This design comes from an exercise in tuning for small area, a short achievable clock period and few clock cycles per item on the open sky130 flow, not from production work. Function not checked in this run: the RTL went through the layout flow alone. No activity file was given, so power comes from the tool's default toggle rates.

File: config.mk
export PLATFORM = sky130hd
export DESIGN_NAME = SystolicArray
export DESIGN_NICKNAME = SystolicArray
export VERILOG_FILES = /design/flow/design.v
export SDC_FILE = /design/flow/constraint.sdc
export NUM_CORES = 4
export LEC_CHECK = 0
export CAP_MARGIN = 20
export CORE_MARGIN = 2
export CORE_UTILIZATION = 40
export SLEW_MARGIN = 20
File: constraint.sdc
create_clock -name core_clock -period 7.5 [get_ports {clk_i}]
set_input_delay 1.5000 -clock core_clock [delete_from_list [all_inputs] [get_ports {clk_i}]]
set_output_delay 1.5000 -clock core_clock [all_outputs]
set_load 0.01 [all_outputs]
File: run.sh
#!/bin/bash
# synth_recipe.tcl (not shown) runs the flow's synth.tcl, then flattens the netlist and writes it again
# the make line also repeats each setting of config.mk as NAME=value (left out here)
make -C /OpenROAD-flow-scripts/flow DESIGN_CONFIG=/design/flow/config.mk WORK_HOME=/design/flow/orfs CLKGATE_MAP_FILE= SYNTH_SCRIPT=/design/flow/synth_recipe.tcl finish
File: design.v
module PE(
    input clk_i, rst_i,
    input [3:0] top_i, left_i,
    output reg [3:0] bottom_o, right_o,
    input wire [10:0] accum_i,
    output wire [10:0] accum_o
);
wire [7:0] product;  
assign product = top_i * left_i;
assign accum_o = (rst_i) ? 11'd0 : accum_i + product;
always @(posedge clk_i) begin
    if (rst_i)  begin
        bottom_o <= 0;
        right_o <= 0;
    end else begin
        bottom_o <= top_i;
        right_o <= left_i;
    end
end
endmodule
module SystolicArray #(parameter N = 8)(
  input wire clk_i, rst_i,
  input wire start_i,
  input wire [N*N*4-1:0] MatA_i,
  input wire [N*N*4-1:0] MatB_i,
  output wire [N*N*11-1:0] resultMatrix_o,
  output reg done_o
);
reg [4:0] counter;
reg busy;
reg [3:0] col_start[0:N-1];
reg [3:0] row_start[0:N-1];
reg  [10:0] resultMatrix_r   [0:N-1][0:N-1];
wire [10:0] resultMatrix_wires[0:N-1][0:N-1];
wire [3:0] col_wire[0:N][0:N-1];
wire [3:0] row_wire[0:N-1][0:N];
wire clear = rst_i | (start_i & ~busy);
generate
  for (genvar i=0; i<N; i++) begin : edges_init
      assign col_wire[0][i] = col_start[i];
      assign row_wire[i][0] = row_start[i];
    end
endgenerate
generate
  for (genvar i=0; i<N; i++) begin : rows
    for (genvar j=0; j<N; j++) begin : cols
      PE pe(
        .clk_i(clk_i),
        .rst_i(clear),
        .top_i(col_wire[i][j]),
        .left_i(row_wire[i][j]),
        .bottom_o(col_wire[i+1][j]),
        .right_o(row_wire[i][j+1]),
        .accum_i(resultMatrix_r[i][j]),
        .accum_o(resultMatrix_wires[i][j])
      );
      assign resultMatrix_o[(i*N+j)*11 +: 11] = resultMatrix_r[i][j];
    end
  end
endgenerate
always @(posedge clk_i) begin
  for (int i=0; i<N; i++) begin
    for (int j=0; j<N; j++) begin
      resultMatrix_r[i][j] <= resultMatrix_wires[i][j];
    end
  end
end
always_comb begin
  for (int i=0; i<N; i++) begin
    if (busy && i <= counter && counter < N+i) begin
      row_start[i] = MatA_i[(i*N + (counter-i))*4 +: 4];
      col_start[i] = MatB_i[((counter-i)*N + i)*4 +: 4];
    end
    else begin
      row_start[i] = 4'd0;
      col_start[i] = 4'd0;
    end
  end
end
always @(posedge clk_i) begin
  if (rst_i) begin
    counter <= 0;
    busy <= 0;
    done_o <= 0;
  end else if (start_i && !busy) begin
    counter <= 0;
    busy <= 1;
    done_o <= 0;
  end else if (busy) begin
    if (counter == 3*N-3) begin
      counter <= 0;
      busy <= 0;
      done_o <= 1;
    end else
      counter <= counter + 1;
  end
end
endmodule
==> run summary <==
- Status: finished clean
- Post-synth ARST share: 0%
- CTS Buf Count: 146
- Vias: 75861
- Io pins: 1220
- Post-CTS Hold Fix Bufs: 0
- Crit end category: register
- Share of the synthesized area in the top cell type: 24.8%
- H-tree depth: 4
- Total power density per cell area: 132 nW/um^2
- Flops & latches, synth: 1159
- Reg2Reg Depth: 21
- Setup_tns: 0 ns
- Area Growth Syn to Fin: 22.8%
- Register area share after synthesis: 24.8%
- Maximum vdd drop: 0.000173 V
- Total gr overflow: 0
- Worst Setup SP: counter[1]
- Nets: 13478
- Placed inst area: 110000 um^2
- CTS clk-pin slew, worst paths: 0.05 ns
- Critical path peak fanout: 38
- RSZ-0062 raised after global routing: no
- Die outline area: 238000 um^2
- Worst slew pin tran: 1.07 ns
- Largest net degree at the start of global routing: 221
- Tmin final: 7.08 ns
- Hold path depth: 2
- Met1 usage: 36.7%
- Worst endpoint required time: 8.14 ns
- Setup CP Type: register to register
- Max_slew headroom: 28.5%
- Setup Buffers After CTS: 0
- Residual DRC count: 0
- Fmax achieved: 141 MHz
- Gr busiest metal: met2
- Vias in the first global route: 75967
- GPL Wtd Cong: 0.997
- WHS Endpoint: resultMatrix_r[41][10]
- Post-Syn Area: 93600 um^2
- Startpoint types: register
- Die W: 488 um
- # rows: 177
- Final Hold Fails: 0
- Arrival time worst endpoint: 7.73 ns
- Total length of routed wires: 356000 um
- Synthesized area per cell: 9.37 um^2
- Synth warnings: 8
- Post-DR wirelength/cell: 24.5 um
- Final worst path period share: 94.5%
- Post-route ant nets: 0
- Max Clock Skew: 0.0683 ns
- Initial antenna violation count: 82
- Design area: 115000 um^2
- Root buf cell: clkbuf_16
- Initial Util: 40.2%
- Clock insertion delay at the later pin of the skew report: 0.82 ns
- Setup-failing EPs final: 0
- Post-synth net total: 12260
- HP Class: register to register
- Post-synth EDFFs: 0
- Vias per cell: 5.23
- Met3 Use GR: 7.52%
- Detail Placement HPWL: 300000 um
- Layout cells sized above 1: 7.35%
- First-pass GRT wire length: 516000 um
- Clk buf depth: 3
- R2R Setup Slk: 0.42 ns
- Die height: 488 um
- Leak pwr: 53.5 nW
- Worst R2R End: resultMatrix_r[56][9]
- 1st-iter DRT viols: 4768
- Clk sink count: 1159
- Synth Flop Type: dfxtp_1
- Yosys cell types: 73
- Pre-antenna DRT Iters: 7
- Port bufs: 1219
- GRT Total Usage: 29.6%
- Post_cts resized: 0
- Max_cap viols: 0
- Top cells by area, synth: dfxtp_1, ha_1, fa_1, mux4_2, and2_1
- M2 GR Usage: 48.4%
- Most common cell after layout, fill and taps aside: inv_1
- Worst hold start: resultMatrix_r[41][10]
- Core Area: 233000 um^2
- R2r startpoint: counter[1]
- Post-synth top area cell: dfxtp_1
- CTS tree: built
- Commonest cells after routing, fill and taps aside: inv_1, clkdlybuf4s50_1, ha_1, and2_1, dfxtp_1
- Slew Viols, Final: 0
- Post-Syn Instances: 9995
metal layers:
metal / share of wire (%) / up-vias
li1: - / 35680
met1: 41 / 37286
met2: 46 / 2301
met3: 7.3 / 548
met4: 5.1 / 46
met5: 0.087 / -
worst max-delay path, stage by stage (launching register included):
cell       delay, ns
dfxtp_4         0.36
buf_4           0.52
ha_1            0.50
a21oi_1         0.14
xnor2_1         0.14
ha_1            0.22
xnor2_1         0.40
nor2_1          0.32
a32oi_1         0.37
and4_1          0.59
nand3_1         0.18
fa_1            0.58
fa_1            0.43
fa_1            0.49
inv_1           0.04
ha_1            0.31
a21o_1          0.17
a21oi_1         0.22
o21bai_1        0.12
a2111oi_0       0.50
o21ai_0         0.15
nor3b_1         0.15
stage by stage:
step	total power, mW	hold WS [ns]	utilization [%]	setup WS (ns)	cells
2_1_floorplan	7.06	0.430	-	0.159	9995
3_3_place_gp	7.78	0.450	47.1	0.252	14196
3_5_place_dp	7.79	0.457	47.1	0.226	14197
4_1_cts	15.3	0.470	49.4	0.485	14462
5_1_grt	15.7	0.485	49.4	0.119	14481
6_report	15.2	0.468	49.4	0.416	14500
cell type report:
type	count	area [um^2]
Sequential cell	1159	23200
Multi-Input combinational cell	6896	63100
Timing Repair Buffer	1340	13300
Tap cell	3132	3920
Clock inverter	64	981
Fill cell	21721	118000
Inverter	1670	6270
Antenna cell	38	95.1
Clock buffer	201	4190
Yosys cell counts, types with 128 or more instances:
| cell | count |
|---|---|
| dfxtp_1 | 1159 |
| inv_1 | 1664 |
| nand2b_1 | 165 |
| o21ai_0 | 200 |
| and2_1 | 1156 |
| nor2_1 | 499 |
| mux4_2 | 346 |
| fa_1 | 576 |
| ha_1 | 1174 |
| mux2i_1 | 208 |
| a21oi_1 | 351 |
| clkbuf_1 | 187 |
| a21o_1 | 128 |
| nand2_1 | 762 |
| xnor2_1 | 144 |
sequential cells by signal (all words and copies together) (netlist names):
register / count
busy: 1
counter: 5
done_o: 1
resultMatrix_r: 704
rows.cols.pe.bottom_o: 224
rows.cols.pe.right_o: 224
kinds of logic (layout without fill, tap and decap cells):
group	after synthesis	after routing	synth area share [%]
adders and majority gates	1750	1750	28.0
buffers and inverters	1940	3275	8.02
xor gates and xnor gates	241	241	2.29
muxes	585	585	10.9
DFF	1159	1159	24.8
other	0	38	0
and+or+nand+nor	3106	3106	17.4
AOI/OAI and AO/OA	1214	1214	8.62
worst max path at each step:
stage / slack (ns) / to / cells past startpoint
final: 0.42 / resultMatrix_r[56][9] / 21
after global routing: 0.12 / resultMatrix_r[56][9] / 21
after CTS: 0.48 / resultMatrix_r[56][9] / 21
after detailed placement: 0.23 / resultMatrix_r[24][9] / 17
after global placement: 0.25 / resultMatrix_r[24][9] / 17
after floorplan: 0.16 / resultMatrix_r[8][9] / 28
report_power, final:
part / internal [mW] / switching (mW)
Sequential: 6.16 / 0.0146
Clock: 4.42 / 3.08
Combinational: 0.693 / 0.808
Total: 11.3 / 3.90

==> afterwards: timing with drivers on the ports <==
In the flow no input, the clock included, has a driving cell. The finished layout below was timed again as built, in two steps.
Step 1 (the two cells are an assumption about what drives the block):
set clk [get_ports {clk_i}]
set_driving_cell -lib_cell sky130_fd_sc_hd__clkbuf_16 $clk
set_driving_cell -lib_cell sky130_fd_sc_hd__buf_2 [delete_from_list [all_inputs] $clk]
Step 2, shift: input delay + t, output delay - t, t = (earliest + latest rising clock arrival at the registers) / 2. This alone moves slack from input paths to output paths.
Slacks: ideal / step 1 / step 2; pairs: ideal / step 1.
shift t [ns]: 0.878
setup WS [ns]: 0.416 / 0.416 / 0.053
worst register clock-pin slew, ns: 0.06 / 0.06
After both steps setup and hold are still met in this run. The setup slack of this run moves by 0.000 ns with the drivers and by -0.363 ns with both steps.
